Background: an optimization exercise with open tools, aiming at small area and a short achievable clock period. Do not read the settings as production practice.
Where RTL was checked, it was by simulation tests only, not by an equivalence proof against the original.

## cubic_fixed
module cubic_fixed #(
    parameter int WID     = 16,    
    parameter int FBITS   = 8      
)(
    input  logic                        clk,
    input  logic                        rst,
    input  logic signed [WID-1:0]       x,
    input  logic signed [WID-1:0]       a0,
    input  logic signed [WID-1:0]       a1,
    input  logic signed [WID-1:0]       a2,
    output logic signed [WID-1:0]       y
);
    wire        s_in = x[15];
    wire [11:0] u = x[11:0] ^ {12{s_in}};
    wire        x2sat_in = (x >= 16'sd2897) || (x <= -16'sd2897);
    wire        x3sat_in = (x >= 16'sd1291) || (x <= -16'sd1291);
    wire sq_s0, sq_c0;
    wire sq_s1, sq_c1;
    wire sq_s2, sq_c2;
    wire sq_s3, sq_c3;
    wire sq_s4, sq_c4;
    wire sq_s5, sq_c5;
    wire sq_s6, sq_c6;
    wire sq_s7, sq_c7;
    wire sq_s8, sq_c8;
    wire sq_s9, sq_c9;
    wire sq_s10, sq_c10;
    wire sq_s11, sq_c11;
  ...
Size: ~2300 cells after synthesis, about 120 flip-flops, about 82 I/O pins.
Settings: LEC_CHECK=0, ABC_AREA=0, CAP_MARGIN=20, CORE_MARGIN=2, CORE_UTILIZATION=40, SLEW_MARGIN=20, SYNTH_HIERARCHICAL=1; clock period 15.0 ns.
standard.sh (not shown) runs the stock make flow with config.mk's settings and CLKGATE_MAP_FILE= SYNTH_SCRIPT=/design/flow/synth_recipe.tcl, a recipe that flattens the netlist after the stock synthesis.
==> flow/flow/run.sh <==
#!/bin/bash
# Standard ORFS layout (the standard.sh) with two changes:
#  - port buffers use buf_4 instead of the default delay-buffer cell;
#  - timing repair (after floorplan, CTS and global routing) aims for
#    8.5 ns of setup slack at the 15 ns clock, so the resizer sizes the
#    critical paths.  The SDC (clock period, I/O delays, load) is unchanged.
# Each ORFS step writes its own log under orfs/logs/; make's output goes to
# standard.log.
set -euo pipefail
export BUFFER_PORTS_ARGS="-buffer_cell sky130_fd_sc_hd__buf_4"
export SETUP_SLACK_MARGIN=8.5
bash standard.sh > standard.log 2>&1
Next try:
--- a/flow/flow/run.sh
+++ b/flow/flow/run.sh
@@ -2,3 +2,3 @@
 # Standard ORFS layout (the standard.sh) with two changes:
-#  - port buffers use buf_4 instead of the default delay-buffer cell;
+#  - port buffers use buf_1 instead of the default delay-buffer cell;
 #  - timing repair (after floorplan, CTS and global routing) aims for
@@ -9,3 +9,3 @@
 set -euo pipefail
-export BUFFER_PORTS_ARGS="-buffer_cell sky130_fd_sc_hd__buf_4"
+export BUFFER_PORTS_ARGS="-buffer_cell sky130_fd_sc_hd__buf_1"
 export SETUP_SLACK_MARGIN=8.5
Settings changed: ABC_AREA 0 to 1.
=> The new run went through all stages and came out clean. Hold slack hardly moves. Via count grows by 14%. Wire length rose by 5.5%. Synthesized area increases by 7.3%. Register-to-register slack is better by 290 ps. Utilization decreases by 3.9 points. Count of clock-buffer cells in the layout decreases by 1.
No functional check of the RTL was part of any run of this note.

---

== main ==
cubic_fixed, a different RTL version from the one above (not shown whole).
Size in the first run: ~3500 cells after synthesis, about 150 flip-flops, about 82 I/O pins, about 26000 um2 of cells after synthesis.
clock: 15.0 ns
lec_check: 0
abc_area: 1
cap_margin: 20
core_margin: 2
core_utilization: 40
slew_margin: 20
run.sh (not shown) runs the stock make flow with config.mk's settings and CLKGATE_MAP_FILE= SYNTH_SCRIPT=/design/flow/synth_recipe.tcl, a recipe that flattens the netlist after the stock synthesis.
Stock flow here: none of the scripts above is used.
main reached the end of the flow, and the finished layout is clean on the timing, design-rule and antenna checks.
### main -> the feature branch
# main
export LEC_CHECK = 0
export ABC_AREA = 1
export CAP_MARGIN = 20
export CORE_MARGIN = 2
export CORE_UTILIZATION = 40
export SLEW_MARGIN = 20
create_clock -name core_clock -period 15.0 [get_ports {clk}]
# the feature branch
export LEC_CHECK = 0
export ABC_AREA = 1
export CAP_MARGIN = 20
export CORE_MARGIN = 2
export CORE_UTILIZATION = 40
export GPL_TIMING_DRIVEN = 0
export SLEW_MARGIN = 20
create_clock -name core_clock -period 15.0 [get_ports {clk}]
Results
The feature branch finished every stage and its layout cleared the timing, design-rule and antenna checks.
Compared with main, the feature branch shows post-detailed-placement half-perimeter wirelength higher by about 17%.
In the feature branch, routed wire length is higher than in main.
When the feature branch is set beside main, its logic depth of the worst setup path including buffers turns out to be 17 larger.
Compared with main, the feature branch shows a first-iteration DRC count that is about 23% higher.
Relative to main, total number of nets in the final design has increased by 2.5% in the feature branch.
Insertion delay of the later-clocked pin in the worst-skew pair: main vs the feature branch — no meaningful difference

---

Another version of the RTL of cubic_fixed (not shown whole).
For scale: about 3500 cells after synthesis, ~110 flip-flops, roughly 25000 um2 of cells after synthesis.
==> flow/config.mk <==
export PLATFORM = sky130hd
export DESIGN_NAME = cubic_fixed
export DESIGN_NICKNAME = cubic_fixed
export VERILOG_FILES = /design/flow/design.v
export SDC_FILE = /design/flow/constraint.sdc
export NUM_CORES = 4
export LEC_CHECK = 0
export ABC_AREA = 1
export CAP_MARGIN = 20
export CORE_MARGIN = 2
export CORE_UTILIZATION = 40
export SLEW_MARGIN = 20
==> flow/constraint.sdc <==
create_clock -name core_clock -period 15.0 [get_ports {clk}]
set_input_delay 3.0000 -clock core_clock [delete_from_list [all_inputs] [get_ports {clk}]]
set_output_delay 3.0000 -clock core_clock [all_outputs]
set_load 0.01 [all_outputs]
standard.sh (not shown) runs the stock make flow with config.mk's settings and CLKGATE_MAP_FILE= SYNTH_SCRIPT=/design/flow/synth_recipe.tcl, a recipe that flattens the netlist after the stock synthesis.
==> flow/flow/run.sh <==
#!/bin/bash
# Standard ORFS layout (the standard.sh) with two changes:
#  - port buffers use buf_4 instead of the default delay-buffer cell;
#  - timing repair (after floorplan, CTS and global routing) aims for
#    8 ns of setup slack at the 15 ns clock, so the resizer sizes the
#    critical paths.  The SDC (clock period, I/O delays, load) is unchanged.
# Each ORFS step writes its own log under orfs/logs/; make's output goes to
# standard.log.
set -euo pipefail
export BUFFER_PORTS_ARGS="-buffer_cell sky130_fd_sc_hd__buf_4"
export SETUP_SLACK_MARGIN=8
bash standard.sh > standard.log 2>&1
The first run finished clean.
Next try:
--- a/flow/flow/run.sh
+++ b/flow/flow/run.sh
@@ -5 +5 @@
-#    8 ns of setup slack at the 15 ns clock, so the resizer sizes the
+#    0 ns of setup slack at the 15 ns clock, so the resizer sizes the
@@ -11 +11 @@
-export SETUP_SLACK_MARGIN=8
+export SETUP_SLACK_MARGIN=0
The new run ran to the end with no violations.
Fmax falls by about 7%.
Cell count is about the same.
Non-clock buffer count falls by 6.
Design area drops by about 0.3%.
Global-route usage is unchanged.
Die area stays the same.
Function was not checked in any run of this note: the RTL went through the layout flow alone.

==> what the ideal ports hide <==
In the flow no input, the clock included, has a driving cell. The finished layouts below were timed again as built, in two steps.
Step 1 sets driving cells, clkbuf_16 on the clock port and buf_2 on the other inputs (assumed; they add their load-dependent delay and slew).
Step 2 moves the port delays by t, midway between the first and last clock arrival at a register: inputs arrive t later, outputs are due t later. That takes back most of the time a late clock gives input paths.
Slacks: no drivers / after step 1 / after step 2; pairs: no drivers / after step 1.
| run | t (ns) | slack for setup (ns) | clock arrival spread, ns | pins driven straight from the clock port |
|---|---|---|---|---|
| the first run of note 1 | 0.510 | 8.552 / 8.518 / 8.051 | 0.013 / 0.013 | 1 |
| the second run of note 1 | 0.526 | 8.808 / 8.838 / 8.318 | 0.019 / 0.019 | 1 |
| main | 0.550 | 8.077 / 8.017 / 8.102 | 0.019 / 0.019 | 1 |
| the feature branch | 0.547 | 7.588 / 7.588 / 7.588 | 0.018 / 0.018 | 1 |
| the first run of note 3 | 0.529 | 8.434 / 8.434 / 7.991 | 0.016 / 0.016 | 1 |
| the second run of note 3 | 0.530 | 7.944 / 7.944 / 7.944 | 0.016 / 0.017 | 1 |
After both steps every run listed still meets setup and hold. For the first run of note 1, which loses most, drivers alone change the setup slack by -0.034 ns; drivers and shift together by -0.501 ns.
